This is an optimization exercise on Yosys and OpenROAD, whose aim is small area and a short achievable clock period, not a production implementation.
In this exercise RTL edits were held to simulation tests only and were not proved equivalent to the original.

[design/flow/design.v]
module MacUnit(
  input  [11:0] io_in_a,    
  input  [7:0]  io_in_b,
  input  [19:0] io_in_c,
  output [19:0] io_out_d
);
  wire [9:0] x = {{2{io_in_b[7]}}, io_in_b};
  wire one0 = io_in_a[0];
  wire two0 = io_in_a[1];
  wire neg0 = io_in_a[2];
  wire sel0_0 = (one0 & x[0]) | (two0 & 1'b0);
  wire sel0_1 = (one0 & x[1]) | (two0 & x[0]);
  wire sel0_2 = (one0 & x[2]) | (two0 & x[1]);
  wire sel0_3 = (one0 & x[3]) | (two0 & x[2]);
  wire sel0_4 = (one0 & x[4]) | (two0 & x[3]);
  wire sel0_5 = (one0 & x[5]) | (two0 & x[4]);
  wire sel0_6 = (one0 & x[6]) | (two0 & x[5]);
  wire sel0_7 = (one0 & x[7]) | (two0 & x[6]);
  wire sel0_8 = (one0 & x[8]) | (two0 & x[7]);
  wire sel0_9 = (one0 & x[9]) | (two0 & x[8]);
  wire one1 = io_in_a[3];
  wire two1 = io_in_a[4];
  wire neg1 = io_in_a[5];
  wire sel1_0 = (one1 & x[0]) | (two1 & 1'b0);
  wire sel1_1 = (one1 & x[1]) | (two1 & x[0]);
  wire sel1_2 = (one1 & x[2]) | (two1 & x[1]);
  wire sel1_3 = (one1 & x[3]) | (two1 & x[2]);
  wire sel1_4 = (one1 & x[4]) | (two1 & x[3]);
  wire sel1_5 = (one1 & x[5]) | (two1 & x[4]);
  wire sel1_6 = (one1 & x[6]) | (two1 & x[5]);
  wire sel1_7 = (one1 & x[7]) | (two1 & x[6]);
  wire sel1_8 = (one1 & x[8]) | (two1 & x[7]);
  wire sel1_9 = (one1 & x[9]) | (two1 & x[8]);
  wire one2 = io_in_a[6];
  wire two2 = io_in_a[7];
  wire neg2 = io_in_a[8];
  wire sel2_0 = (one2 & x[0]) | (two2 & 1'b0);
  wire sel2_1 = (one2 & x[1]) | (two2 & x[0]);
  wire sel2_2 = (one2 & x[2]) | (two2 & x[1]);
  wire sel2_3 = (one2 & x[3]) | (two2 & x[2]);
  wire sel2_4 = (one2 & x[4]) | (two2 & x[3]);
  wire sel2_5 = (one2 & x[5]) | (two2 & x[4]);
  wire sel2_6 = (one2 & x[6]) | (two2 & x[5]);
  wire sel2_7 = (one2 & x[7]) | (two2 & x[6]);
  wire sel2_8 = (one2 & x[8]) | (two2 & x[7]);
  wire sel2_9 = (one2 & x[9]) | (two2 & x[8]);
  wire one3 = io_in_a[9];
  wire two3 = io_in_a[10];
  wire neg3 = io_in_a[11];
  wire sel3_0 = (one3 & x[0]) | (two3 & 1'b0);
  wire sel3_1 = (one3 & x[1]) | (two3 & x[0]);
  wire sel3_2 = (one3 & x[2]) | (two3 & x[1]);
  wire sel3_3 = (one3 & x[3]) | (two3 & x[2]);
  wire sel3_4 = (one3 & x[4]) | (two3 & x[3]);
  wire sel3_5 = (one3 & x[5]) | (two3 & x[4]);
  wire sel3_6 = (one3 & x[6]) | (two3 & x[5]);
  wire sel3_7 = (one3 & x[7]) | (two3 & x[6]);
  wire sel3_8 = (one3 & x[8]) | (two3 & x[7]);
  wire sel3_9 = (one3 & x[9]) | (two3 & x[8]);
  wire s0 = (sel0_4 ^ neg0) ^ (sel1_2 ^ neg1);
  wire c0 = (sel0_4 ^ neg0) & (sel1_2 ^ neg1);
  wire s1 = (sel0_5 ^ neg0) ^ (sel1_3 ^ neg1);
  wire c1 = (sel0_5 ^ neg0) & (sel1_3 ^ neg1);
  wire s2 = (sel0_6 ^ neg0) ^ (sel1_4 ^ neg1) ^ (sel2_2 ^ neg2);
  wire c2 = ((sel0_6 ^ neg0) & (sel1_4 ^ neg1)) | ((sel0_6 ^ neg0) & (sel2_2 ^ neg2)) | ((sel1_4 ^ neg1) & (sel2_2 ^ neg2));
  wire s3 = (sel3_0 ^ neg3) ^ neg3;
  wire c3 = (sel3_0 ^ neg3) & neg3;
  wire s4 = (sel0_7 ^ neg0) ^ (sel1_5 ^ neg1) ^ (sel2_3 ^ neg2);
  wire c4 = ((sel0_7 ^ neg0) & (sel1_5 ^ neg1)) | ((sel0_7 ^ neg0) & (sel2_3 ^ neg2)) | ((sel1_5 ^ neg1) & (sel2_3 ^ neg2));
  wire s5 = (sel3_1 ^ neg3) ^ io_in_c[7];
  wire c5 = (sel3_1 ^ neg3) & io_in_c[7];
  wire s6 = (sel0_8 ^ neg0) ^ (sel1_6 ^ neg1) ^ (sel2_4 ^ neg2);
  wire c6 = ((sel0_8 ^ neg0) & (sel1_6 ^ neg1)) | ((sel0_8 ^ neg0) & (sel2_4 ^ neg2)) | ((sel1_6 ^ neg1) & (sel2_4 ^ neg2));
  wire s7 = (sel3_2 ^ neg3) ^ io_in_c[8];
  wire c7 = (sel3_2 ^ neg3) & io_in_c[8];
  wire s8 = ~(sel0_9 ^ neg0) ^ (sel1_7 ^ neg1) ^ (sel2_5 ^ neg2);
  wire c8 = (~(sel0_9 ^ neg0) & (sel1_7 ^ neg1)) | (~(sel0_9 ^ neg0) & (sel2_5 ^ neg2)) | ((sel1_7 ^ neg1) & (sel2_5 ^ neg2));
  wire s9 = (sel3_3 ^ neg3) ^ io_in_c[9] ^ 1'b1;
  wire c9 = ((sel3_3 ^ neg3) & io_in_c[9]) | ((sel3_3 ^ neg3) & 1'b1) | (io_in_c[9] & 1'b1);
  wire s10 = (sel1_8 ^ neg1) ^ (sel2_6 ^ neg2) ^ (sel3_4 ^ neg3);
  wire c10 = ((sel1_8 ^ neg1) & (sel2_6 ^ neg2)) | ((sel1_8 ^ neg1) & (sel3_4 ^ neg3)) | ((sel2_6 ^ neg2) & (sel3_4 ^ neg3));
  wire s11 = io_in_c[10] ^ 1'b1;
  wire c11 = io_in_c[10] & 1'b1;
  wire s12 = ~(sel1_9 ^ neg1) ^ (sel2_7 ^ neg2) ^ (sel3_5 ^ neg3);
  wire c12 = (~(sel1_9 ^ neg1) & (sel2_7 ^ neg2)) | (~(sel1_9 ^ neg1) & (sel3_5 ^ neg3)) | ((sel2_7 ^ neg2) & (sel3_5 ^ neg3));
  wire s13 = (sel2_8 ^ neg2) ^ (sel3_6 ^ neg3);
  wire c13 = (sel2_8 ^ neg2) & (sel3_6 ^ neg3);
  wire s14 = (sel0_2 ^ neg0) ^ (sel1_0 ^ neg1);
  wire c14 = (sel0_2 ^ neg0) & (sel1_0 ^ neg1);
  wire s15 = (sel0_3 ^ neg0) ^ (sel1_1 ^ neg1);
  wire c15 = (sel0_3 ^ neg0) & (sel1_1 ^ neg1);
  wire s16 = s0 ^ (sel2_0 ^ neg2) ^ neg2;
  wire c16 = (s0 & (sel2_0 ^ neg2)) | (s0 & neg2) | ((sel2_0 ^ neg2) & neg2);
  wire s17 = c0 ^ s1 ^ (sel2_1 ^ neg2);
  wire c17 = (c0 & s1) | (c0 & (sel2_1 ^ neg2)) | (s1 & (sel2_1 ^ neg2));
  wire s18 = c1 ^ s2 ^ s3;
  wire c18 = (c1 & s2) | (c1 & s3) | (s2 & s3);
  wire s19 = c2 ^ c3 ^ s4;
  wire c19 = (c2 & c3) | (c2 & s4) | (c3 & s4);
  wire s20 = c4 ^ c5 ^ s6;
  wire c20 = (c4 & c5) | (c4 & s6) | (c5 & s6);
  wire s21 = c6 ^ c7 ^ s8;
  wire c21 = (c6 & c7) | (c6 & s8) | (c7 & s8);
  wire s22 = c8 ^ c9 ^ s10;
  wire c22 = (c8 & c9) | (c8 & s10) | (c9 & s10);
  wire s23 = c10 ^ c11 ^ s12;
  wire c23 = (c10 & c11) | (c10 & s12) | (c11 & s12);
  wire s24 = c12 ^ s13 ^ io_in_c[12];
  wire c24 = (c12 & s13) | (c12 & io_in_c[12]) | (s13 & io_in_c[12]);
  wire s25 = c13 ^ ~(sel2_9 ^ neg2) ^ (sel3_7 ^ neg3);
  wire c25 = (c13 & ~(sel2_9 ^ neg2)) | (c13 & (sel3_7 ^ neg3)) | (~(sel2_9 ^ neg2) & (sel3_7 ^ neg3));
  wire s26 = (sel3_8 ^ neg3) ^ io_in_c[14];
  wire c26 = (sel3_8 ^ neg3) & io_in_c[14];
  wire s27 = (sel0_0 ^ neg0) ^ neg0;
  wire c27 = (sel0_0 ^ neg0) & neg0;
  wire s28 = (sel0_1 ^ neg0) ^ io_in_c[1];
  wire c28 = (sel0_1 ^ neg0) & io_in_c[1];
  wire s29 = s14 ^ neg1 ^ io_in_c[2];
  wire c29 = (s14 & neg1) | (s14 & io_in_c[2]) | (neg1 & io_in_c[2]);
  wire s30 = c14 ^ s15 ^ io_in_c[3];
  wire c30 = (c14 & s15) | (c14 & io_in_c[3]) | (s15 & io_in_c[3]);
  wire s31 = c15 ^ s16 ^ io_in_c[4];
  wire c31 = (c15 & s16) | (c15 & io_in_c[4]) | (s16 & io_in_c[4]);
  wire s32 = c16 ^ s17 ^ io_in_c[5];
  wire c32 = (c16 & s17) | (c16 & io_in_c[5]) | (s17 & io_in_c[5]);
  wire s33 = c17 ^ s18 ^ io_in_c[6];
  wire c33 = (c17 & s18) | (c17 & io_in_c[6]) | (s18 & io_in_c[6]);
  wire s34 = s5 ^ c18 ^ s19;
  wire c34 = (s5 & c18) | (s5 & s19) | (c18 & s19);
  wire s35 = s7 ^ c19 ^ s20;
  wire c35 = (s7 & c19) | (s7 & s20) | (c19 & s20);
  wire s36 = s9 ^ c20 ^ s21;
  wire c36 = (s9 & c20) | (s9 & s21) | (c20 & s21);
  wire s37 = s11 ^ c21 ^ s22;
  wire c37 = (s11 & c21) | (s11 & s22) | (c21 & s22);
  wire s38 = c22 ^ s23 ^ io_in_c[11];
  wire c38 = (c22 & s23) | (c22 & io_in_c[11]) | (s23 & io_in_c[11]);
  wire s39 = c23 ^ s24 ^ 1'b1;
  wire c39 = (c23 & s24) | (c23 & 1'b1) | (s24 & 1'b1);
  wire s40 = c24 ^ s25 ^ io_in_c[13];
  wire c40 = (c24 & s25) | (c24 & io_in_c[13]) | (s25 & io_in_c[13]);
  wire s41 = c25 ^ s26 ^ 1'b1;
  wire c41 = (c25 & s26) | (c25 & 1'b1) | (s26 & 1'b1);
  wire s42 = c26 ^ ~(sel3_9 ^ neg3) ^ io_in_c[15];
  wire c42 = (c26 & ~(sel3_9 ^ neg3)) | (c26 & io_in_c[15]) | (~(sel3_9 ^ neg3) & io_in_c[15]);
  wire s43 = io_in_c[16] ^ 1'b1;
  wire c43 = io_in_c[16] & 1'b1;
  wire s44 = io_in_c[17] ^ 1'b1;
  wire c44 = io_in_c[17] & 1'b1;
  wire s45 = io_in_c[18] ^ 1'b1;
  wire c45 = io_in_c[18] & 1'b1;
  wire s46 = io_in_c[19] ^ 1'b1;
  wire c46 = io_in_c[19] & 1'b1;
  wire [19:0] sum_x = {c45, c44, c43, c42, c41, c40, c39, c38, c37, c36, c35, c34, c33, c32, c31, c30, c29, c28, c27, io_in_c[0]};
  wire [19:0] sum_y = {s46, s45, s44, s43, s42, s41, s40, s39, s38, s37, s36, s35, s34, s33, s32, s31, s30, s29, s28, s27};
  assign io_out_d = sum_x + sum_y;
endmodule
module BoothEncode(
  input  [7:0]  a,
  output [11:0] digits
);
  wire [8:0] y = {a, 1'b0};
  assign digits[0] = y[1] ^ y[0];
  assign digits[1] = (y[2] & ~y[1] & ~y[0]) | (~y[2] & y[1] & y[0]);
  assign digits[2] = y[2];
  assign digits[3] = y[3] ^ y[2];
  assign digits[4] = (y[4] & ~y[3] & ~y[2]) | (~y[4] & y[3] & y[2]);
  assign digits[5] = y[4];
  assign digits[6] = y[5] ^ y[4];
  assign digits[7] = (y[6] & ~y[5] & ~y[4]) | (~y[6] & y[5] & y[4]);
  assign digits[8] = y[6];
  assign digits[9] = y[7] ^ y[6];
  assign digits[10] = (y[8] & ~y[7] & ~y[6]) | (~y[8] & y[7] & y[6]);
  assign digits[11] = y[8];
endmodule
module PE_256(
  input         clock,
  input  [11:0] io_in_a,    
  input  [19:0] io_in_b,
  input  [19:0] io_in_d,
  input         io_in_control_dataflow,
  input         io_in_control_propagate,
  input         io_in_valid,
  input         io_next_dataflow,
  input         io_next_propagate,
  input  [4:0]  io_next_shift,
  input  [7:0]  io_next_b,
  output [19:0] io_out_b,
  output [19:0] io_out_c
);
  reg  [19:0] sel;
  reg  [19:0] oth;
  reg  [7:0]  mb;
  reg  [4:0]  s;
  reg         last_s;
  wire        df   = io_in_control_dataflow;
  wire        prop = io_in_control_propagate;
  wire [19:0] mac;
  MacUnit mac_unit (
    .io_in_a (io_in_a),
    .io_in_b (mb),
    .io_in_c (df ? io_in_b : oth),
    .io_out_d(mac)
  );
  wire signed [20:0] z = $signed({sel, 1'b0}) >>> s;    
  wire [18:0] below;                                   
  genvar j;
  generate
    for (j = 0; j < 19; j = j + 1) begin : m
      assign below[j] = sel[j] & (s >= j + 2);
    end
  endgenerate
  wire        rnd = z[0] & ((|below) | z[1]);
  assign io_out_c = z[20:1] + {19'd0, rnd};
  assign io_out_b = df ? mac : io_in_b;
  wire        swap     = io_next_propagate ^ prop;
  wire        last_s_next = io_in_valid ? prop : last_s;
  wire        acc      = io_in_valid & ~df;
  wire [19:0] sel_new  = io_in_valid ? io_in_d : sel;
  wire [19:0] sel_nm   = swap ? oth : sel_new;    
  wire [19:0] oth_nm   = swap ? sel_new : oth;    
  wire [19:0] oth_next = (~swap & acc) ? mac : oth_nm;
  always @(posedge clock) begin
    sel    <= (swap & acc) ? mac : sel_nm;
    oth    <= oth_next;
    mb     <= io_next_dataflow ? oth_next[7:0] : io_next_b;
    s            <= (~io_next_dataflow & (last_s_next ^ io_next_propagate)) ? io_next_shift : 5'd0;
    last_s       <= last_s_next;
  end
endmodule
module Tile(
  input         clock,
  input  [11:0] io_in_a,    
  input  [19:0] io_in_b,
  input  [7:0]  io_in_b_reg,
  input  [19:0] io_in_d,
  input         io_in_dataflow,
  input         io_in_propagate,
  input  [4:0]  io_in_shift,
  input         io_in_valid,
  output [11:0] io_out_a,
  output [19:0] io_out_b,
  output [7:0]  io_out_b_reg,
  output [19:0] io_out_c,
  output        io_out_dataflow,
  output        io_out_propagate,
  output [4:0]  io_out_shift,
  output        io_out_valid
);
  reg [11:0] in_a;
  reg [19:0] in_b;
  reg [19:0] in_d;
  reg        in_dataflow;
  reg        in_propagate;
  reg [4:0]  in_shift;
  reg        in_valid;
  always @(posedge clock) begin
    in_a         <= io_in_a;
    in_b         <= io_in_b;
    in_d         <= io_in_d;
    in_dataflow  <= io_in_dataflow;
    in_propagate <= io_in_propagate;
    in_shift     <= io_in_shift;
    in_valid     <= io_in_valid;
  end
  PE_256 pe (
    .clock                  (clock),
    .io_in_a                (in_a),
    .io_in_b                (in_b),
    .io_in_d                (in_d),
    .io_in_control_dataflow (in_dataflow),
    .io_in_control_propagate(in_propagate),
    .io_in_valid            (in_valid),
    .io_next_dataflow       (io_in_dataflow),
    .io_next_propagate      (io_in_propagate),
    .io_next_shift          (io_in_shift),
    .io_next_b              (io_in_b_reg),
    .io_out_b               (io_out_b),
    .io_out_c               (io_out_c)
  );
  assign io_out_a         = in_a;
  assign io_out_b_reg     = in_b[7:0];
  assign io_out_dataflow  = in_dataflow;
  assign io_out_propagate = in_propagate;
  assign io_out_shift     = in_shift;
  assign io_out_valid     = in_valid;
endmodule
module Mesh(
  input         clock,
  input  [7:0]  io_in_a_0_0,
  input  [7:0]  io_in_a_1_0,
  input  [7:0]  io_in_a_2_0,
  input  [7:0]  io_in_a_3_0,
  input  [7:0]  io_in_a_4_0,
  input  [7:0]  io_in_a_5_0,
  input  [7:0]  io_in_a_6_0,
  input  [7:0]  io_in_a_7_0,
  input  [19:0] io_in_b_0_0,
  input  [19:0] io_in_b_1_0,
  input  [19:0] io_in_b_2_0,
  input  [19:0] io_in_b_3_0,
  input  [19:0] io_in_b_4_0,
  input  [19:0] io_in_b_5_0,
  input  [19:0] io_in_b_6_0,
  input  [19:0] io_in_b_7_0,
  input  [19:0] io_in_d_0_0,
  input  [19:0] io_in_d_1_0,
  input  [19:0] io_in_d_2_0,
  input  [19:0] io_in_d_3_0,
  input  [19:0] io_in_d_4_0,
  input  [19:0] io_in_d_5_0,
  input  [19:0] io_in_d_6_0,
  input  [19:0] io_in_d_7_0,
  input         io_in_control_0_0_dataflow,
  input         io_in_control_0_0_propagate,
  input  [4:0]  io_in_control_0_0_shift,
  input         io_in_control_1_0_dataflow,
  input         io_in_control_1_0_propagate,
  input  [4:0]  io_in_control_1_0_shift,
  input         io_in_control_2_0_dataflow,
  input         io_in_control_2_0_propagate,
  input  [4:0]  io_in_control_2_0_shift,
  input         io_in_control_3_0_dataflow,
  input         io_in_control_3_0_propagate,
  input  [4:0]  io_in_control_3_0_shift,
  input         io_in_control_4_0_dataflow,
  input         io_in_control_4_0_propagate,
  input  [4:0]  io_in_control_4_0_shift,
  input         io_in_control_5_0_dataflow,
  input         io_in_control_5_0_propagate,
  input  [4:0]  io_in_control_5_0_shift,
  input         io_in_control_6_0_dataflow,
  input         io_in_control_6_0_propagate,
  input  [4:0]  io_in_control_6_0_shift,
  input         io_in_control_7_0_dataflow,
  input         io_in_control_7_0_propagate,
  input  [4:0]  io_in_control_7_0_shift,
  input  [2:0]  io_in_id_0_0,
  input  [2:0]  io_in_id_1_0,
  input  [2:0]  io_in_id_2_0,
  input  [2:0]  io_in_id_3_0,
  input  [2:0]  io_in_id_4_0,
  input  [2:0]  io_in_id_5_0,
  input  [2:0]  io_in_id_6_0,
  input  [2:0]  io_in_id_7_0,
  input         io_in_last_0_0,
  input         io_in_last_1_0,
  input         io_in_last_2_0,
  input         io_in_last_3_0,
  input         io_in_last_4_0,
  input         io_in_last_5_0,
  input         io_in_last_6_0,
  input         io_in_last_7_0,
  input         io_in_valid_0_0,
  input         io_in_valid_1_0,
  input         io_in_valid_2_0,
  input         io_in_valid_3_0,
  input         io_in_valid_4_0,
  input         io_in_valid_5_0,
  input         io_in_valid_6_0,
  input         io_in_valid_7_0,
  output [19:0] io_out_b_0_0,
  output [19:0] io_out_b_1_0,
  output [19:0] io_out_b_2_0,
  output [19:0] io_out_b_3_0,
  output [19:0] io_out_b_4_0,
  output [19:0] io_out_b_5_0,
  output [19:0] io_out_b_6_0,
  output [19:0] io_out_b_7_0,
  output [19:0] io_out_c_0_0,
  output [19:0] io_out_c_1_0,
  output [19:0] io_out_c_2_0,
  output [19:0] io_out_c_3_0,
  output [19:0] io_out_c_4_0,
  output [19:0] io_out_c_5_0,
  output [19:0] io_out_c_6_0,
  output [19:0] io_out_c_7_0,
  output        io_out_valid_0_0,
  output        io_out_control_0_0_dataflow,
  output [2:0]  io_out_id_0_0,
  output        io_out_last_0_0
);
  localparam N = 8;
  wire [12*N*(N+1)-1:0] a_h;     
  wire [20*N*(N+1)-1:0] b_v;
  wire [8*N*(N+1)-1:0]  bp_v;    
  wire [20*N*(N+1)-1:0] d_v;
  wire [N*(N+1)-1:0]    df_v;
  wire [N*(N+1)-1:0]    pr_v;
  wire [5*N*(N+1)-1:0]  sh_v;
  wire [N*(N+1)-1:0]    v_v;
  BoothEncode enc_0 (.a(io_in_a_0_0), .digits(a_h[12*(0*(N+1))+:12]));
  BoothEncode enc_1 (.a(io_in_a_1_0), .digits(a_h[12*(1*(N+1))+:12]));
  BoothEncode enc_2 (.a(io_in_a_2_0), .digits(a_h[12*(2*(N+1))+:12]));
  BoothEncode enc_3 (.a(io_in_a_3_0), .digits(a_h[12*(3*(N+1))+:12]));
  BoothEncode enc_4 (.a(io_in_a_4_0), .digits(a_h[12*(4*(N+1))+:12]));
  BoothEncode enc_5 (.a(io_in_a_5_0), .digits(a_h[12*(5*(N+1))+:12]));
  BoothEncode enc_6 (.a(io_in_a_6_0), .digits(a_h[12*(6*(N+1))+:12]));
  BoothEncode enc_7 (.a(io_in_a_7_0), .digits(a_h[12*(7*(N+1))+:12]));
  assign b_v[20*0+:20] = io_in_b_0_0;
  assign bp_v[8*0+:8] = io_in_b_0_0[7:0];
  assign d_v[20*0+:20] = io_in_d_0_0;
  assign df_v[0] = io_in_control_0_0_dataflow;
  assign pr_v[0] = io_in_control_0_0_propagate;
  assign sh_v[5*0+:5] = io_in_control_0_0_shift;
  assign v_v[0] = io_in_valid_0_0;
  assign b_v[20*1+:20] = io_in_b_1_0;
  assign bp_v[8*1+:8] = io_in_b_1_0[7:0];
  assign d_v[20*1+:20] = io_in_d_1_0;
  assign df_v[1] = io_in_control_1_0_dataflow;
  assign pr_v[1] = io_in_control_1_0_propagate;
  assign sh_v[5*1+:5] = io_in_control_1_0_shift;
  assign v_v[1] = io_in_valid_1_0;
  assign b_v[20*2+:20] = io_in_b_2_0;
  assign bp_v[8*2+:8] = io_in_b_2_0[7:0];
  assign d_v[20*2+:20] = io_in_d_2_0;
  assign df_v[2] = io_in_control_2_0_dataflow;
  assign pr_v[2] = io_in_control_2_0_propagate;
  assign sh_v[5*2+:5] = io_in_control_2_0_shift;
  assign v_v[2] = io_in_valid_2_0;
  assign b_v[20*3+:20] = io_in_b_3_0;
  assign bp_v[8*3+:8] = io_in_b_3_0[7:0];
  assign d_v[20*3+:20] = io_in_d_3_0;
  assign df_v[3] = io_in_control_3_0_dataflow;
  assign pr_v[3] = io_in_control_3_0_propagate;
  assign sh_v[5*3+:5] = io_in_control_3_0_shift;
  assign v_v[3] = io_in_valid_3_0;
  assign b_v[20*4+:20] = io_in_b_4_0;
  assign bp_v[8*4+:8] = io_in_b_4_0[7:0];
  assign d_v[20*4+:20] = io_in_d_4_0;
  assign df_v[4] = io_in_control_4_0_dataflow;
  assign pr_v[4] = io_in_control_4_0_propagate;
  assign sh_v[5*4+:5] = io_in_control_4_0_shift;
  assign v_v[4] = io_in_valid_4_0;
  assign b_v[20*5+:20] = io_in_b_5_0;
  assign bp_v[8*5+:8] = io_in_b_5_0[7:0];
  assign d_v[20*5+:20] = io_in_d_5_0;
  assign df_v[5] = io_in_control_5_0_dataflow;
  assign pr_v[5] = io_in_control_5_0_propagate;
  assign sh_v[5*5+:5] = io_in_control_5_0_shift;
  assign v_v[5] = io_in_valid_5_0;
  assign b_v[20*6+:20] = io_in_b_6_0;
  assign bp_v[8*6+:8] = io_in_b_6_0[7:0];
  assign d_v[20*6+:20] = io_in_d_6_0;
  assign df_v[6] = io_in_control_6_0_dataflow;
  assign pr_v[6] = io_in_control_6_0_propagate;
  assign sh_v[5*6+:5] = io_in_control_6_0_shift;
  assign v_v[6] = io_in_valid_6_0;
  assign b_v[20*7+:20] = io_in_b_7_0;
  assign bp_v[8*7+:8] = io_in_b_7_0[7:0];
  assign d_v[20*7+:20] = io_in_d_7_0;
  assign df_v[7] = io_in_control_7_0_dataflow;
  assign pr_v[7] = io_in_control_7_0_propagate;
  assign sh_v[5*7+:5] = io_in_control_7_0_shift;
  assign v_v[7] = io_in_valid_7_0;
  genvar r, c;
  generate
    for (r = 0; r < N; r = r + 1) begin : row
      for (c = 0; c < N; c = c + 1) begin : col
        Tile t (
          .clock         (clock),
          .io_in_a       (a_h[12*(r*(N+1)+c)+:12]),
          .io_in_b       (b_v[20*(r*N+c)+:20]),
          .io_in_b_reg   (bp_v[8*(r*N+c)+:8]),
          .io_in_d       (d_v[20*(r*N+c)+:20]),
          .io_in_dataflow(df_v[r*N+c]),
          .io_in_propagate(pr_v[r*N+c]),
          .io_in_shift   (sh_v[5*(r*N+c)+:5]),
          .io_in_valid   (v_v[r*N+c]),
          .io_out_a      (a_h[12*(r*(N+1)+c+1)+:12]),
          .io_out_b      (b_v[20*((r+1)*N+c)+:20]),
          .io_out_b_reg  (bp_v[8*((r+1)*N+c)+:8]),
          .io_out_c      (d_v[20*((r+1)*N+c)+:20]),
          .io_out_dataflow(df_v[(r+1)*N+c]),
          .io_out_propagate(pr_v[(r+1)*N+c]),
          .io_out_shift  (sh_v[5*((r+1)*N+c)+:5]),
          .io_out_valid  (v_v[(r+1)*N+c])
        );
      end
    end
  endgenerate
  reg [3*(N+1)-1:0] id_pipe;
  reg [N:0]         last_pipe;
  always @(posedge clock) begin
    id_pipe   <= {id_pipe[3*N-1:0], io_in_id_0_0};
    last_pipe <= {last_pipe[N-1:0], io_in_last_0_0};
  end
  reg [20*N-1:0] out_b;
  reg [20*N-1:0] out_c;
  reg            out_valid;
  reg            out_dataflow;
  always @(posedge clock) begin
    out_b        <= b_v[20*N*N+:20*N];
    out_c        <= d_v[20*N*N+:20*N];
    out_valid    <= v_v[N*N];
    out_dataflow <= df_v[N*N];
  end
  assign io_out_b_0_0 = out_b[20*0+:20];
  assign io_out_c_0_0 = out_c[20*0+:20];
  assign io_out_b_1_0 = out_b[20*1+:20];
  assign io_out_c_1_0 = out_c[20*1+:20];
  assign io_out_b_2_0 = out_b[20*2+:20];
  assign io_out_c_2_0 = out_c[20*2+:20];
  assign io_out_b_3_0 = out_b[20*3+:20];
  assign io_out_c_3_0 = out_c[20*3+:20];
  assign io_out_b_4_0 = out_b[20*4+:20];
  assign io_out_c_4_0 = out_c[20*4+:20];
  assign io_out_b_5_0 = out_b[20*5+:20];
  assign io_out_c_5_0 = out_c[20*5+:20];
  assign io_out_b_6_0 = out_b[20*6+:20];
  assign io_out_c_6_0 = out_c[20*6+:20];
  assign io_out_b_7_0 = out_b[20*7+:20];
  assign io_out_c_7_0 = out_c[20*7+:20];
  assign io_out_valid_0_0 = out_valid;
  assign io_out_control_0_0_dataflow = out_dataflow;
  assign io_out_id_0_0 = id_pipe[3*N+:3];
  assign io_out_last_0_0 = last_pipe[N];
endmodule
[design/flow/flow/run.sh]
#!/bin/bash
# Layout flow: the standard flow (standard.sh, all steps) with these make settings:
#  - SYNTH_ARGS=-noabc: no generic ABC pass before the final technology mapping
#  - ADDER_MAP_FILE empty: Yosys does not extract full/half adders into the library's
#    adder cells (which are slow); ABC maps the adder trees from plain gates
#    (registers and their names are unchanged)
#  - port buffers are buf_4 cells (BUFFER_PORTS_ARGS)
#  - sizing may change a cell's footprint (MATCH_CELL_FOOTPRINT=0)
#  - up to 10 antenna repair rounds after detailed routing (MAX_REPAIR_ANTENNAS_ITER_DRT)
# standard.sh's full output goes to standard.log here; ORFS's own logs are under orfs/logs.
set -euo pipefail
bash standard.sh \
  SYNTH_ARGS=-noabc \
  ADDER_MAP_FILE= \
  MATCH_CELL_FOOTPRINT=0 \
  "BUFFER_PORTS_ARGS=-buffer_cell sky130_fd_sc_hd__buf_4" \
  MAX_REPAIR_ANTENNAS_ITER_DRT=10 \
  finish > standard.log 2>&1
[design/flow/standard.sh]
#!/bin/bash
# synth_recipe.tcl (not shown) runs the flow's synth.tcl, then flattens the netlist and writes it again
# the make line also repeats each setting of config.mk as NAME=value (left out here)
make -C /OpenROAD-flow-scripts/flow DESIGN_CONFIG=/design/flow/config.mk WORK_HOME=/design/flow/orfs CLKGATE_MAP_FILE= SYNTH_SCRIPT=/design/flow/synth_recipe.tcl "${@:-finish}"
[design/flow/config.mk]
export PLATFORM = sky130hd
export DESIGN_NAME = Mesh
export DESIGN_NICKNAME = Mesh
export VERILOG_FILES = /design/flow/design.v
export SDC_FILE = /design/flow/constraint.sdc
export NUM_CORES = 8
export LEC_CHECK = 0
export ABC_AREA = 1
export CAP_MARGIN = 20
export CORE_MARGIN = 2
export CORE_UTILIZATION = 45
export CTS_CLUSTER_DIAMETER = 80
export CTS_CLUSTER_SIZE = 24
export SETUP_SLACK_MARGIN = 5.0
export SLEW_MARGIN = 20
[design/flow/constraint.sdc]
create_clock -name core_clock -period 8.5 [get_ports {clock}]
set_input_delay 1.7000 -clock core_clock [delete_from_list [all_inputs] [get_ports {clock}]]
set_output_delay 1.7000 -clock core_clock [all_outputs]
set_load 0.01 [all_outputs]
==> results of run 1 <==
-- placed cells by master (no fill, tap or decap), types with 324 or more instances in the layout --
cell	n
nand3b_1	352
nor2_2	406
or2_2	1117
o211ai_1	337
nand3_1	10992
a21oi_1	1860
nand2_2	456
nand2_1	40589
o221ai_1	1106
o21ai_1	827
edfxtp_1	768
dfxtp_1	5517
inv_1	9228
clkbuf_16	703
buf_4	1855
nor2_1	4878
o21ai_0	6171
mux2i_1	859
xnor2_1	553
dfxtp_2	847
clkinvlp_4	324
dfxtp_4	482
a31oi_1	813
nand4_1	646
xor2_1	1580
-- per-layer routing --
| layer | track usage [%] | wire length, um |
|---|---|---|
| met5 | 0 | 92 |
| met4 | 5.53 | 38000 |
| met3 | 3.19 | 149000 |
| met2 | 43.6 | 820000 |
| met1 | 44.8 | 978000 |
-- through the flow --
step | hold slack, ps | cells | setup WS (ps) | util [%]
finish | 319 | 114190 | 5020 | 49.6
global route | 319 | 114160 | 4870 | 49.6
CTS | 322 | 113206 | 4980 | 48.2
detailed placement | 312 | 112035 | 3390 | 46.2
global placement | 310 | 112035 | 3470 | 46.2
floorplan | 310 | 97765 | 5190 | -
-- registers in the layout, indices dropped and copies added (netlist names) --
signal                  flops
row.col.t.in_a            768
out_valid                   1
row.col.t.in_propagate     64
row.col.t.pe.sel         1280
row.col.t.in_shift        280
row.col.t.pe.s            320
out_c                     160
row.col.t.pe.last_s        64
out_dataflow                1
id_pipe                    27
row.col.t.in_valid         64
row.col.t.pe.mb           512
last_pipe                   9
out_b                     160
row.col.t.in_dataflow      64
row.col.t.in_b           1280
row.col.t.in_d           1280
row.col.t.pe.oth         1280
-- kinds of logic (layout without fill, tap and decap cells) --
kind of cell,after synthesis,after routing,share of synthesized area (%)
AOI/OAI and AO/OA,12753,12753,13.0
buffers and inverters,13595,13215,9.53
DFF,7614,7614,28.2
other,0,38,0
and+or+nand+nor,60570,60570,44.1
adders and majority gates,3,3,0.00529
xor gates and xnor gates,2339,2339,3.61
muxes,891,891,1.58
-- worst register-to-register path, stage by stage (launching register included) --
cell and delay (ps):
dfxtp_1 320, buf_4 280, inv_1 430, nor2_1 260
inv_1 440, nor2_1 230, buf_4 240, clkinv_1 350
o221ai_1 690, nand2_1 120, nand2_1 80
-- layout make-up --
class	instances	area, um2	share of cell area, %
well taps	16767	21000	3.36
clock buffers	665	15500	2.48
repair inverters	68	390	0.0625
diodes	38	95.1	0.0152
repair buffers	2181	19900	3.18
flip-flops and latches	7614	163000	26.1
inverters	9912	38600	6.18
multi-input cells	76556	361000	57.7
clock inverters	389	5700	0.913
-- timing repair --
action                                   CTS  global route
cloned                                    37           131
pin swaps                                 12           230
resized for setup                       1027          3738
setup buffers                             80           814
endpoints found under the setup margin  3464          3424
-- path summary, 6_finish.rpt --
check | from | end
max | row[2].col[3].t.in_valid$_DFF_P_ | row[2].col[3].t.pe.mb[0]$_DFF_P_
min | last_pipe[6]$_DFF_P_ | last_pipe[7]$_DFF_P_
max reg2reg | row[2].col[3].t.in_valid$_DFF_P_ | row[2].col[3].t.pe.mb[0]$_DFF_P_
min reg2reg | last_pipe[6]$_DFF_P_ | last_pipe[7]$_DFF_P_
==> results.toml, run 1 <==
[cts]
hold_buffers = 0
insertion_delay_ps = 1200
cts_made_buffers = 575
clk_pin_slew_ps = 90
clock-sinks = 7614
cts_buffer_depth = 5
ctsRootBufferMaster = "clkbuf_16"
htreeDepth = 6
cts_tree = "yes"

[route]
vias_per_cell = 5.36
wl_per_cell_um = 17.4
drtAntennaViolNets = 0
drcViolationCount = 0
vias = 611523
drtPass1Iterations = 8
drtIter0Drc = 57971
routed_wl_um = 1980000

[sta]
fmax_mhz = 288
rsz0062_at_grt = "true"
slew_viol_final = 0
setup_violations = 0
slew_headroom_pct = 23.3
hold_violations = 0
finClkSkew_ps = 64.0
setup-tns-final_ps = 0
final.period_utilization_pct = 40.9
final.min_clock_period_ps = 3480
worst_pin_slew_ps = 1140

[worst_hold_path]
hold_depth = 0
hold_class = "reg2reg"

[critical_path]
crit_fanout = 24
worst_setup_path_end_kind = "flip-flop"
crit_path_top_delay_cell = "o221ai_1"
cp_slowest_stage_delay_ps = 690
critPathTopFamily = "buffers and inverters"
path_cells = "buf_4, inv_1, nor2_1, inv_1, nor2_1, buf_4, clkinv_1, o221ai_1, nand2_1, nand2_1"
reg2reg_slack_ps = 5020
crit_type = "reg2reg"
start_kind = "flip-flop"
worst_ep_required_time_ps = 9630
rr_worst_depth = 10
cp.depth = 10
cp.arrival_ps = 4610
cp.buffers_inverters = 5

[global_routing]
grt_pass1_vias = 535380
grt_pass1_wl_um = 3020000
antenna_found_initial = 94
grt_use_total_pct = 29.1
grt_max_degree = 58
grt_overflow_total = 0

[synthesis]
synth_cells = 97765
ys_top_cells_by_count = "nand2_1, nand3_1, inv_1"
ys_async_sr_fraction_pct = 0
ys_seq_area_share_pct = 28.2
yosys_warnings = 3
yosysMostFrequentCell = "nand2_1"
synth_fp_nets = 98246
synth_edf_count = 768
synth_cell_types = 98
netlist.top_cell.by_area = "nand2_1"
synth_top_flop_cell = "dfxtp_1"
yosys-top-cells-area = "nand2_1, dfxtp_1, nand3_1"
netlist.area_leader.share_pct = 27.1
ys_seq_elements = 7614
syn_area_per_cell_um2 = 5.81
syn_area_mm2 = 0.568

[placement]
gp_congestion = 0.937
dpl.hpwl_um = 1560000
postPlaceCellArea_mm2 = 0.582
portBuffers = 778

[die]
die_x_um = 1130
dieArea_mm2 = 1.27
start_util_pct = 45.1
rows = 412
ios = 807
die_h_um = 1130
core_mm2 = 1.26

[finish]
fin_area_mm2 = 0.625
nNetsFinal = 97389
drive_gt1_share_pct = 8.51
areaGrowthSynthToFinish_pct = 10.0
fill_cells = 132857

[run]
maxCapViolCount = 0

[run_status]
status = "no timing/DRC/antenna violations"
==> run 2, diff against run 1 <==
==> design/flow/flow/run.sh (replaced) <==
#!/bin/bash
# Layout flow: the standard flow (standard.sh) with these make settings:
#  - SYNTH_ARGS=-noabc: no generic ABC pass before the final technology mapping
#  - ADDER_MAP_FILE empty: Yosys does not extract full/half adders into the library's
#    adder cells (which are slow); ABC maps the adder trees from plain gates
#    (registers and their names are unchanged)
#  - port buffers are buf_4 cells (BUFFER_PORTS_ARGS)
#  - sizing may change a cell's footprint (MATCH_CELL_FOOTPRINT=0)
#  - up to 10 antenna repair rounds after detailed routing (MAX_REPAIR_ANTENNAS_ITER_DRT)
set -euo pipefail
GRT_SETUP_MARGIN=0.2
common=(
  SYNTH_ARGS=-noabc
  ADDER_MAP_FILE=
  MATCH_CELL_FOOTPRINT=0
  "BUFFER_PORTS_ARGS=-buffer_cell sky130_fd_sc_hd__buf_4"
  MAX_REPAIR_ANTENNAS_ITER_DRT=10
)
bash standard.sh "${common[@]}" cts > standard_cts.log 2>&1
bash standard.sh "${common[@]}" SETUP_SLACK_MARGIN=$GRT_SETUP_MARGIN finish > standard_finish.log 2>&1
--- a/design/flow/config.mk
+++ b/design/flow/config.mk
@@ -9,7 +9,5 @@
 export CAP_MARGIN = 20
 export CORE_MARGIN = 2
 export CORE_UTILIZATION = 45
-export CTS_CLUSTER_DIAMETER = 80
-export CTS_CLUSTER_SIZE = 24
 export SETUP_SLACK_MARGIN = 5.0
 export SLEW_MARGIN = 20
==> run 2 against run 1 <==
Critical path depth down 1. Hold slack improved by 2.5 ps. Wire length shrank 1.2%. Maximum frequency decreased by 6.0%. Non-clock buffer count decreased by 874.
==> results.toml, run 2 <==
[sta]
worst_pin_slew_ps = 1130
final.period_utilization_pct = 43.5
setup_violations = 0
slew_headroom_pct = 23.9
setup-tns-final_ps = 0
final.min_clock_period_ps = 3700
rsz0062_at_grt = "false"
finClkSkew_ps = 79.1
fmax_mhz = 270
hold_violations = 0
slew_viol_final = 0

[critical_path]
crit_fanout = 25
cp.arrival_ps = 4840
worst_setup_path_end_kind = "flip-flop"
crit_type = "reg2reg"
start_kind = "flip-flop"
worst_ep_required_time_ps = 9640

[route]
drtPass1Iterations = 7
vias = 607001
drtIter0Drc = 56784
wl_per_cell_um = 17.2
routed_wl_um = 1960000
drtAntennaViolNets = 0
vias_per_cell = 5.33
drcViolationCount = 0

[finish]
most-common-layout-cells = "nand2_1, nand3_1, inv_1"
nNetsFinal = 96762
drive_gt1_share_pct = 5.63
areaGrowthSynthToFinish_pct = 8.59
final_cells = 113852
layout_commonest_cell = "nand2_1"

[die]
start_util_pct = 45.1
rows = 412
die_x_um = 1130
core_mm2 = 1.26
die_h_um = 1130
dieArea_mm2 = 1.27
ios = 807

[run_status]
status = "no timing/DRC/antenna violations"

[synthesis]
synth_xor_area_share_pct = 3.61
syn_area_mm2 = 0.568
syn_area_per_cell_um2 = 5.81
synth-compound-area-share_pct = 13.0
synth_cells = 97765
yosys-top-cells-area = "nand2_1, dfxtp_1, nand3_1"
yosysMostFrequentCell = "nand2_1"
synth_top_flop_cell = "dfxtp_1"
synth_fa_ha_area_share_pct = 0.00529
synth_top_family_by_area = "simple AND/OR/NAND/NOR gates"
ys_seq_area_share_pct = 28.2
synth_fp_nets = 98246
synth-simple-area-share_pct = 44.1
yosys_warnings = 3
synth.area.mux_share_pct = 1.58
netlist.top_cell.by_area = "nand2_1"
ys_top_cells_by_count = "nand2_1, nand3_1, inv_1"
ys_seq_elements = 7614
synth_edf_count = 768
synth_cell_types = 98
ys_async_sr_fraction_pct = 0
netlist.area_leader.share_pct = 27.1

[placement]
portBuffers = 778
gp_congestion = 0.937
dp_cells = 112035
dpl.hpwl_um = 1560000

[global_routing]
antenna_found_initial = 91
grt_pass1_wl_um = 3040000
grt_pass1_vias = 539265
grt_overflow_total = 0
grt_use_total_pct = 29.2
grt_max_degree = 58

[cts]
clock-sinks = 7614
cts_tree = "yes"
insertion_delay_ps = 1220
htreeDepth = 6
hold_buffers = 0
clk_pin_slew_ps = 60
cts_made_buffers = 881
ctsRootBufferMaster = "clkbuf_16"
cts_buffer_depth = 5

[worst_hold_path]
hold_class = "reg2reg"

[run]
maxCapViolCount = 0
[run 2: changes by cell type in the layout (fill, tap and decap cells not counted), sizes merged]
cell / change
clkbuf: +424
clkinv: +157
inv: +4
buf: -787
clkinvlp: -194
bufinv: +58
[run 2: layer usage]
layer | GRT usage (%) | up-vias | wire [um]
met5 | 0 | - | 55
met4 | 5.72 | 8 | 38500
met3 | 3.43 | 2178 | 146000
met2 | 43.9 | 18901 | 804000
met1 | 44.8 | 273349 | 971000
li1 | - | 312565 | -
[run 2: kinds of logic after synthesis]
logic type,count (synthesis)
buf+inv,13595
fa+ha+maj,3
flops,7614
compound gates,12753
simple gates,60570
xor+xnor,2339
mux,891
[run 2: area by class of cell]
| class | instances | area (um2) |
|---|---|---|
| inverters | 9912 | 37700 |
| well taps | 16767 | 21000 |
| diodes | 38 | 95.1 |
| multi-input cells | 76556 | 355000 |
| flip-flops and latches | 7614 | 161000 |
| clock inverters | 473 | 5350 |
| repair buffers | 1307 | 11100 |
| clock buffers | 1176 | 25700 |
| repair inverters | 9 | 45.0 |
| fillers | 133197 | 642000 |
[run 2: stage by stage]
step	util (%)	hold WS [ps]	instance area, um2	setup WS, ps
after CTS	49.0	324	617000	4940
final	49.0	321	617000	4800
after floorplan	-	310	568000	5190
after detailed placement	46.2	312	582000	3390
after global placement	46.2	310	582000	3470
after global routing	49.0	330	617000	4340
[run 2: critical path, stage by stage (launching register included)]
cell      delay, ps
dfxtp_1         320
buf_4           300
inv_1            90
nor2_1          110
clkinv_1        730
nor2_2          790
inv_1           400
o221ai_1        680
nand2_1         100
nand2_1          80
[run 2: worst paths after layout]
kind	slack, ps	cells past startpoint	startpoint	endpoint
setup / recovery	4800	9	row[2].col[4].t.in_valid$_DFF_P_	row[2].col[4].t.pe.mb[2]$_DFF_P_
hold / removal	320	0	id_pipe[21]$_DFF_P_	id_pipe[24]$_DFF_P_
setup reg to reg	4800	9	row[2].col[4].t.in_valid$_DFF_P_	row[2].col[4].t.pe.mb[2]$_DFF_P_
hold reg to reg	320	0	id_pipe[21]$_DFF_P_	id_pipe[24]$_DFF_P_
[run 2: what timing repair did]
item | in CTS | in global routing
buffers inserted | 91 | 0
setup endpoints to repair | 3432 | 0
resized for setup | 1055 | 0
==> run 3, diff against run 2 <==
--- a/design/flow/design.v
+++ b/design/flow/design.v
@@ -180,10 +180,10 @@
   input  [19:0] io_in_d,
   input         io_in_control_dataflow,
   input         io_in_control_propagate,
+  input  [4:0]  io_in_control_shift,
   input         io_in_valid,
   input         io_next_dataflow,
   input         io_next_propagate,
-  input  [4:0]  io_next_shift,
   input  [7:0]  io_next_b,
   output [19:0] io_out_b,
   output [19:0] io_out_c
@@ -191,7 +191,6 @@
   reg  [19:0] sel;
   reg  [19:0] oth;
   reg  [7:0]  mb;
-  reg  [4:0]  s;
   reg         last_s;
   wire        df   = io_in_control_dataflow;
   wire        prop = io_in_control_propagate;
@@ -202,6 +201,7 @@
     .io_in_c (df ? io_in_b : oth),
     .io_out_d(mac)
   );
+  wire [4:0]  s = (~df & (last_s ^ prop)) ? io_in_control_shift : 5'd0;
   wire signed [20:0] z = $signed({sel, 1'b0}) >>> s;    
   wire [18:0] below;                                   
   genvar j;
@@ -214,7 +214,6 @@
   assign io_out_c = z[20:1] + {19'd0, rnd};
   assign io_out_b = df ? mac : io_in_b;
   wire        swap     = io_next_propagate ^ prop;
-  wire        last_s_next = io_in_valid ? prop : last_s;
   wire        acc      = io_in_valid & ~df;
   wire [19:0] sel_new  = io_in_valid ? io_in_d : sel;
   wire [19:0] sel_nm   = swap ? oth : sel_new;    
@@ -224,8 +223,7 @@
     sel    <= (swap & acc) ? mac : sel_nm;
     oth    <= oth_next;
     mb     <= io_next_dataflow ? oth_next[7:0] : io_next_b;
-    s            <= (~io_next_dataflow & (last_s_next ^ io_next_propagate)) ? io_next_shift : 5'd0;
-    last_s       <= last_s_next;
+    if (io_in_valid) last_s <= prop;
   end
 endmodule
 module Tile(
@@ -270,10 +268,10 @@
     .io_in_d                (in_d),
     .io_in_control_dataflow (in_dataflow),
     .io_in_control_propagate(in_propagate),
+    .io_in_control_shift    (in_shift),
     .io_in_valid            (in_valid),
     .io_next_dataflow       (io_in_dataflow),
     .io_next_propagate      (io_in_propagate),
-    .io_next_shift          (io_in_shift),
     .io_next_b              (io_in_b_reg),
     .io_out_b               (io_out_b),
     .io_out_c               (io_out_c)
==> design/flow/flow/run.sh (replaced) <==
#!/bin/bash
# Layout flow: the standard flow (standard.sh) with these make settings:
#  - SYNTH_ARGS=-noabc: no generic ABC pass before Yosys extracts full adders, so the
#    carry-save trees keep their structure (registers and their names are unchanged)
#  - port buffers are buf_4 cells (BUFFER_PORTS_ARGS)
#  - sizing may change a cell's footprint (MATCH_CELL_FOOTPRINT=0)
#  - up to 10 antenna repair rounds after detailed routing (MAX_REPAIR_ANTENNAS_ITER_DRT)
set -euo pipefail
GRT_SETUP_MARGIN=0.2
common=(
  SYNTH_ARGS=-noabc
  MATCH_CELL_FOOTPRINT=0
  "BUFFER_PORTS_ARGS=-buffer_cell sky130_fd_sc_hd__buf_4"
  MAX_REPAIR_ANTENNAS_ITER_DRT=10
)
bash standard.sh "${common[@]}" cts > standard_cts.log 2>&1
bash standard.sh "${common[@]}" SETUP_SLACK_MARGIN=$GRT_SETUP_MARGIN finish > standard_finish.log 2>&1
--- a/design/flow/config.mk
+++ b/design/flow/config.mk
@@ -9,5 +9,5 @@
 export CAP_MARGIN = 20
 export CORE_MARGIN = 2
 export CORE_UTILIZATION = 45
-export SETUP_SLACK_MARGIN = 5.0
+export SETUP_SLACK_MARGIN = 4.5
 export SLEW_MARGIN = 20
==> run 3 against run 2 <==
Utilization is 3.7 points higher. Clock-buffer cell count is 68 lower. Wire length is 8.9% lower. Highest routed layer unchanged.
==> results.toml, run 3 <==
[synthesis]
synth_edf_count = 832
ys_top_cells_by_count = "nand2_1, nand3_1, inv_1"
yosysMostFrequentCell = "nand2_1"
syn_area_per_cell_um2 = 7.28
synth_cells = 70762
netlist.top_cell.by_area = "dfxtp_1"
yosys-top-cells-area = "dfxtp_1, nand2_1, nand3_1"
ys_seq_elements = 7334
synth_cell_types = 85
synth_top_flop_cell = "dfxtp_1"
syn_area_mm2 = 0.515
yosys_warnings = 3
ys_async_sr_fraction_pct = 0
ys_seq_area_share_pct = 30.1
netlist.area_leader.share_pct = 25.3
synth_fp_nets = 75659

[sta]
setup_violations = 0
worst_pin_slew_ps = 1090
fmax_mhz = 224
final.period_utilization_pct = 52.4
slew_viol_final = 0
slew_headroom_pct = 26.9
final.min_clock_period_ps = 4460
hold_violations = 0
setup-tns-final_ps = 0
finClkSkew_ps = 64.7
rsz0062_at_grt = "false"

[global_routing]
grt_overflow_total = 0
antenna_found_initial = 108
grt_max_degree = 73
grt_pass1_vias = 465580
grt_use_total_pct = 29.6
grt_pass1_wl_um = 2750000

[route]
routed_wl_um = 1790000
drtPass1Iterations = 10
wl_per_cell_um = 20.3
drtIter0Drc = 53810
drcViolationCount = 0
vias = 494773
drtAntennaViolNets = 0
vias_per_cell = 5.63

[critical_path]
crit_type = "reg2reg"
timing.rr.start = "row[1].col[4].t.in_a[7]$_DFF_P_"
rr_worst_depth = 22
cp.arrival_ps = 5350
crit_fanout = 4
worst_ep_required_time_ps = 9390
reg2reg_slack_ps = 4040
start_kind = "flip-flop"
worst_setup_path_end_kind = "flip-flop"
r2r_end = "row[1].col[4].t.pe.oth[17]$_DFFE_PP_"

[cts]
cts_made_buffers = 837
hold_buffers = 0
insertion_delay_ps = 1190
clock-sinks = 7334
cts_tree = "yes"
ctsRootBufferMaster = "clkbuf_16"
clk_pin_slew_ps = 60
cts_buffer_depth = 5
htreeDepth = 6

[finish]
nNetsFinal = 76779
areaGrowthSynthToFinish_pct = 16.9
drive_gt1_share_pct = 15.6
final_cells = 87844
fin_util_pct = 52.7
most-common-layout-cells = "nand2_1, nand3_1, inv_1"
fin_area_mm2 = 0.602
layout_commonest_cell = "nand2_1"

[placement]
gp_congestion = 0.947
dpl.hpwl_um = 1370000
postPlaceCellArea_mm2 = 0.533
dp_cells = 84495
portBuffers = 778

[die]
start_util_pct = 45.1
rows = 393
ios = 807
core_mm2 = 1.14
die_h_um = 1070
die_x_um = 1070
dieArea_mm2 = 1.15

[worst_hold_path]
whs_endpoint = "id_pipe[20]$_DFF_P_"
hold_depth = 0
hold_class = "reg2reg"
min_from = "id_pipe[17]$_DFF_P_"

[run]
maxCapViolCount = 0

[run_status]
status = "no timing/DRC/antenna violations"
run 3: changes by cell type after synthesis, moves of 858 or more:
cell / change
buf_2: -1217
or2_2: -858
nand3_1: -2432
xor2_1: +1309
o22ai_1: +2189
fa_1: +1856
ha_1: +2560
nand2_1: -23145
inv_1: -1803
o21ai_0: -3250
nor2_1: -1878
run 3: critical path: stages, from the launching register on:
cell and delay (ps):
dfxtp_4 380, clkinvlp_4 140, buf_6 150, o22ai_2 180, xor2_1 190, fa_1 450, fa_2 550, fa_1 450
ha_4 320, nand2_4 70, nor2_4 110, nand2_1 70, o211ai_1 190, nand2_1 120, nand2_2 100, nand2_2 60
nand2_2 70, nand2_1 70, nand2_2 110, nand2_2 70, nand2_2 80, xor2_2 170, o22ai_1 90
run 3: logic make-up (layout without fill, tap and decap cells):
logic type               after synthesis  in the layout  synth area share [%]
flip-flops                          7334           7334                  30.1
other                                  0             30                     0
XOR/XNOR                            3756           3756                  6.39
AND/OR/NAND/NOR                    32756          32786                  27.7
adder cells (fa/ha/maj)             4416           4416                  13.4
AO/OA/AOI/OAI                      11381          11381                  13.4
multiplexers                         351            351                 0.704
buffers and inverters              10768          12583                  8.24
run 3: routing by layer:
metal / track usage [%] / up-vias / share of wire [%]
met5: 0 / - / 0.011
met4: 7.10 / 28 / 2.6
met3: 3.64 / 2588 / 8.0
met2: 44.5 / 20079 / 42
met1: 44.9 / 232787 / 47
li1: - / 239291 / -
run 3: final cells by class:
type / count / area [um2]
fill: 111369 / 541000
timing repair buffer: 2843 / 22800
tap: 15207 / 19000
sequential: 7334 / 158000
antenna: 30 / 75.1
timing repair inverter: 3 / 15.0
clock inverter: 456 / 4800
inverter: 8173 / 32100
clock buffer: 1108 / 24000
multi-input combinational: 52690 / 341000
run 3: through the flow:
stage	setup WS [ps]	hold slack, ps
2_1_floorplan	4460	310
3_3_place_gp	3290	310
3_5_place_dp	3250	312
4_1_cts	4190	313
5_1_grt	3740	313
6_report	4040	313
run 3: worst max path at each step:
stage,from,to,slack (ps),depth (start not counted)
finish,row[1].col[4].t.in_a[7]$_DFF_P_,row[1].col[4].t.pe.oth[17]$_DFFE_PP_,4040,22
global route,row[1].col[3].t.in_a[0]$_DFF_P_,row[1].col[3].t.pe.oth[17]$_DFFE_PP_,3740,21
CTS,row[3].col[2].t.in_a[7]$_DFF_P_,row[3].col[2].t.pe.oth[17]$_DFFE_PP_,4190,21
detailed placement,row[2].col[2].t.in_dataflow$_DFF_P_,row[3].col[2].t.in_d[14]$_DFF_P_,3250,23
global placement,row[2].col[2].t.in_dataflow$_DFF_P_,row[3].col[2].t.in_d[12]$_DFF_P_,3290,22
floorplan,row[7].col[3].t.in_a[5]$_DFF_P_,row[7].col[3].t.pe.oth[16]$_DFFE_PP_,4460,17
run 3: what timing repair did:
item | CTS | global route
gates resized for setup | 7580 | 0
endpoints found under the hold margin | 0 | 0
setup endpoints to repair | 3625 | 0
setup buffers | 1716 | 0
==> run 4, diff against run 3 <==
--- a/design/flow/design.v
+++ b/design/flow/design.v
@@ -180,10 +180,11 @@
   input  [19:0] io_in_d,
   input         io_in_control_dataflow,
   input         io_in_control_propagate,
-  input  [4:0]  io_in_control_shift,
   input         io_in_valid,
+  input         io_next_valid,
   input         io_next_dataflow,
   input         io_next_propagate,
+  input  [4:0]  io_next_shift,
   input  [7:0]  io_next_b,
   output [19:0] io_out_b,
   output [19:0] io_out_c
@@ -191,6 +192,8 @@
   reg  [19:0] sel;
   reg  [19:0] oth;
   reg  [7:0]  mb;
+  reg  [4:0]  s;
+  reg         acc;
   reg         last_s;
   wire        df   = io_in_control_dataflow;
   wire        prop = io_in_control_propagate;
@@ -201,7 +204,6 @@
     .io_in_c (df ? io_in_b : oth),
     .io_out_d(mac)
   );
-  wire [4:0]  s = (~df & (last_s ^ prop)) ? io_in_control_shift : 5'd0;
   wire signed [20:0] z = $signed({sel, 1'b0}) >>> s;    
   wire [18:0] below;                                   
   genvar j;
@@ -214,16 +216,20 @@
   assign io_out_c = z[20:1] + {19'd0, rnd};
   assign io_out_b = df ? mac : io_in_b;
   wire        swap     = io_next_propagate ^ prop;
-  wire        acc      = io_in_valid & ~df;
+  wire        last_s_next = io_in_valid ? prop : last_s;
   wire [19:0] sel_new  = io_in_valid ? io_in_d : sel;
   wire [19:0] sel_nm   = swap ? oth : sel_new;    
   wire [19:0] oth_nm   = swap ? sel_new : oth;    
-  wire [19:0] oth_next = (~swap & acc) ? mac : oth_nm;
+  wire        oth_mac  = ~swap & acc;
+  wire        mb_mac   = io_next_dataflow & ~swap & acc;
+  wire [7:0]  mb_nm    = io_next_dataflow ? oth_nm[7:0] : io_next_b;
   always @(posedge clock) begin
     sel    <= (swap & acc) ? mac : sel_nm;
-    oth    <= oth_next;
-    mb     <= io_next_dataflow ? oth_next[7:0] : io_next_b;
-    if (io_in_valid) last_s <= prop;
+    oth    <= oth_mac ? mac : oth_nm;
+    mb     <= mb_mac ? mac[7:0] : mb_nm;
+    s      <= (~io_next_dataflow & (last_s_next ^ io_next_propagate)) ? io_next_shift : 5'd0;
+    acc    <= io_next_valid & ~io_next_dataflow;
+    last_s <= last_s_next;
   end
 endmodule
 module Tile(
@@ -268,10 +274,11 @@
     .io_in_d                (in_d),
     .io_in_control_dataflow (in_dataflow),
     .io_in_control_propagate(in_propagate),
-    .io_in_control_shift    (in_shift),
     .io_in_valid            (in_valid),
+    .io_next_valid          (io_in_valid),
     .io_next_dataflow       (io_in_dataflow),
     .io_next_propagate      (io_in_propagate),
+    .io_next_shift          (io_in_shift),
     .io_next_b              (io_in_b_reg),
     .io_out_b               (io_out_b),
     .io_out_c               (io_out_c)
==> design/flow/flow/run.sh (replaced) <==
#!/bin/bash
# Layout flow: the standard flow (standard.sh, all steps) with these make settings:
#  - SYNTH_ARGS=-noabc: no generic ABC pass before the final technology mapping
#  - ADDER_MAP_FILE empty: Yosys does not extract full/half adders into the library's
#    adder cells (which are slow); ABC maps the adder trees from plain gates
#    (registers and their names are unchanged)
#  - port buffers are buf_4 cells (BUFFER_PORTS_ARGS)
#  - sizing may change a cell's footprint (MATCH_CELL_FOOTPRINT=0)
#  - up to 10 antenna repair rounds after detailed routing (MAX_REPAIR_ANTENNAS_ITER_DRT)
# standard.sh's full output goes to standard.log here; ORFS's own logs are under orfs/logs.
set -euo pipefail
bash standard.sh \
  SYNTH_ARGS=-noabc \
  ADDER_MAP_FILE= \
  MATCH_CELL_FOOTPRINT=0 \
  "BUFFER_PORTS_ARGS=-buffer_cell sky130_fd_sc_hd__buf_4" \
  MAX_REPAIR_ANTENNAS_ITER_DRT=10 \
  finish > standard.log 2>&1
--- a/design/flow/config.mk
+++ b/design/flow/config.mk
@@ -9,5 +9,5 @@
 export CAP_MARGIN = 20
 export CORE_MARGIN = 2
 export CORE_UTILIZATION = 45
-export SETUP_SLACK_MARGIN = 4.5
+export SETUP_SLACK_MARGIN = 5.0
 export SLEW_MARGIN = 20
==> run 4 against run 3 <==
Sequential share of layout area decreased by 0.59 points. Highest routed layer unchanged. Hold slack lost 18 ps. Clock skew is 40 ps higher. Setup slack better by 980 ps. Maximum frequency is 28% higher. Critical endpoint is now io_out_b_1_0[2]. Still clean on timing, DRC and antenna. Final cell count is 34% higher.
==> results.toml, run 4 <==
[run_status]
status = "no timing/DRC/antenna violations"

[synthesis]
ys_top_cells_by_count = "nand2_1, nand3_1, inv_1"
ys_seq_elements = 7678
synth_cells = 100869
synth_cell_types = 91
netlist.top_cell.by_area = "nand2_1"
yosysMostFrequentCell = "nand2_1"
synth_fp_nets = 101350
syn_area_per_cell_um2 = 5.71
ys_async_sr_fraction_pct = 0
yosys_warnings = 3
syn_area_mm2 = 0.576
yosys-top-cells-area = "nand2_1, dfxtp_1, nand3_1"
ys_seq_area_share_pct = 28.0
synth_top_flop_cell = "dfxtp_1"
synth_edf_count = 768
netlist.area_leader.share_pct = 28.5

[die]
rows = 415
start_util_pct = 45.1
die_h_um = 1140
core_mm2 = 1.28
dieArea_mm2 = 1.29
ios = 807
die_x_um = 1140

[route]
drtAntennaViolNets = 0
drtPass1Iterations = 9
wl_per_cell_um = 17.4
vias_per_cell = 5.34
drcViolationCount = 0
vias = 629935
drtIter0Drc = 62156
routed_wl_um = 2050000

[critical_path]
path_cells = "buf_6"
crit_fanout = 1
start_kind = "flip-flop"
cp.buffers_inverters = 1
startpoint = "out_b[22]$_DFF_P_"
crit_path_top_delay_cell = "dfxtp_4"
cp.arrival_ps = 1770
cp.depth = 1
reg2reg_slack_ps = 5110
worst_setup_path_end_kind = "primary output"
timing.rr.start = "row[2].col[1].t.in_propagate$_DFF_P_"
crit_type = "reg2out"
worst_ep_required_time_ps = 6800
r2r_end = "row[3].col[1].t.pe.mb[0]$_DFF_P_"
critPathTopFamily = "flip-flops"
cp_slowest_stage_delay_ps = 360
rr_worst_depth = 9
endpoint = "io_out_b_1_0[2]"

[sta]
worst_pin_slew_ps = 1140
final.period_utilization_pct = 40.9
finClkSkew_ps = 105
setup_violations = 0
worst_slack_ps = 5030
hold_violations = 0
final.min_clock_period_ps = 3470
setup-tns-final_ps = 0
slew_headroom_pct = 23.8
rsz0062_at_grt = "true"
fmax_mhz = 288
slew_viol_final = 0

[finish]
multi_input_area_mm2 = 0.362
drive_gt1_share_pct = 8.04
seq_area_mm2 = 0.164
fin_area_mm2 = 0.640
nNetsFinal = 100682
layout_commonest_cell = "nand2_1"
areaGrowthSynthToFinish_pct = 11.2
fill_cells = 135334
most-common-layout-cells = "nand2_1, nand3_1, inv_1"

[cts]
clock-sinks = 7678
cts_tree = "yes"
hold_buffers = 0
cts_buffer_depth = 5
insertion_delay_ps = 1290
ctsRootBufferMaster = "clkbuf_16"
htreeDepth = 6
cts_made_buffers = 890
clk_pin_slew_ps = 60

[placement]
dp_slack_ps = 3730
dpl.hpwl_um = 1610000
portBuffers = 778
gp_congestion = 0.936
postPlaceCellArea_mm2 = 0.589

[worst_hold_path]
hold_class = "reg2reg"

[global_routing]
grt_overflow_total = 0
antenna_found_initial = 116
grt_max_degree = 56
grt_pass1_wl_um = 3120000
grt_pass1_vias = 552083
grt_use_total_pct = 29.7

[run]
maxCapViolCount = 0
run 4: changes by cell type after synthesis, moves of 1248 or more:
cell	delta
buf_2	+1248
fa_1	-1856
ha_1	-2560
inv_1	+2563
nand2_1	+25862
nand3_1	+3187
nor2_1	+1542
o21ai_0	+3611
o22ai_1	-2122
xor2_1	-1444
run 4: kinds of logic (layout without fill, tap and decap cells):
family | count (synthesis) | after routing | synth area share, %
simple gates | 63283 | 63283 | 45.2
buf+inv | 14449 | 14563 | 9.99
compound gates | 12808 | 12808 | 12.6
flops | 7678 | 7678 | 28.0
xor+xnor | 2177 | 2177 | 3.33
mux | 474 | 474 | 0.829
other cells | 0 | 30 | 0
run 4: worst min path at each step:
stage	start	endpoint	cells past startpoint
after floorplan	id_pipe[7]$_DFF_P_	id_pipe[10]$_DFF_P_	0
after global placement	last_pipe[3]$_DFF_P_	last_pipe[4]$_DFF_P_	0
after detailed placement	id_pipe[15]$_DFF_P_	id_pipe[18]$_DFF_P_	0
after CTS	row[2].col[1].t.in_shift[1]$_DFF_P_	row[3].col[1].t.in_shift[1]$_DFF_P_	0
after global routing	row[2].col[1].t.in_shift[1]$_DFF_P_	row[3].col[1].t.in_shift[1]$_DFF_P_	0
final	row[2].col[1].t.in_shift[1]$_DFF_P_	row[3].col[1].t.in_shift[1]$_DFF_P_	0
run 4: metal layers:
layer	part of all wire, %	wire [um]	GRT usage [%]
met1	49	1010000	45.7
met3	7.7	159000	3.23
met2	41	842000	44.6
met5	0.0066	136	0
met4	2.0	41300	5.73
run 4: per-stage QoR:
stage               util [%]  hold slack (ps)  instances
floorplan                  -              310     100869
global placement        46.2              312     115260
detailed placement      46.2              313     115260
CTS                     48.9              317     117008
global route            50.2              330     117873
finish                  50.2              295     117901
run 4: area by class of cell:
class	instances	area share, %
diodes	30	0.0117
flip-flops and latches	7678	25.6
repair buffers	2111	3.10
repair inverters	56	0.0524
multi-input cells	78742	56.5
inverters	10722	6.45
clock inverters	488	0.887
clock buffers	1186	4.01
well taps	16888	3.30
run 4: what timing repair did:
action / in CTS / in global routing
cloned: 22 / 147
resized for setup: 881 / 3364
pin swaps: 13 / 177
setup buffers: 52 / 716
endpoints found under the setup margin: 2596 / 3016

[re-timing with driven ports]
No port has a modelled driver above. Below, the same layouts with a new extraction and two added sets of constraints.
Step 1 sets driving cells, clkbuf_16 on the clock port and buf_2 on the other inputs (assumed; they add their load-dependent delay and slew).
Step 2 times the ports against the registers' clock, not the clock port: input delays grow and output delays shrink by t, the midpoint of the rising clock arrivals with the driver on.
a / b / c = ideal / step 1 / step 2; a / b = the first two.
run	t (ns)	setup slack, ns	worst hold slack (ns)	clock arrival spread, ns	worst register clock-pin slew, ns
run 1	1.342	5.022 / 4.935 / 4.090	0.319 / 0.319 / 0.319	0.095 / 0.095	0.10 / 0.10
run 2	1.366	4.800 / 4.800 / 3.976	0.321 / 0.321 / 0.321	0.091 / 0.091	0.08 / 0.08
run 3	1.343	4.044 / 4.044 / 3.962	0.313 / 0.313 / 0.313	0.090 / 0.089	0.08 / 0.08
run 4	1.392	5.026 / 4.865 / 4.010	0.295 / 0.295 / 0.295	0.125 / 0.126	0.08 / 0.08
After both steps setup and hold are still met in every run listed. The setup slack of run 4, which loses most, moves by -0.161 ns with the drivers and by -1.016 ns with both steps.
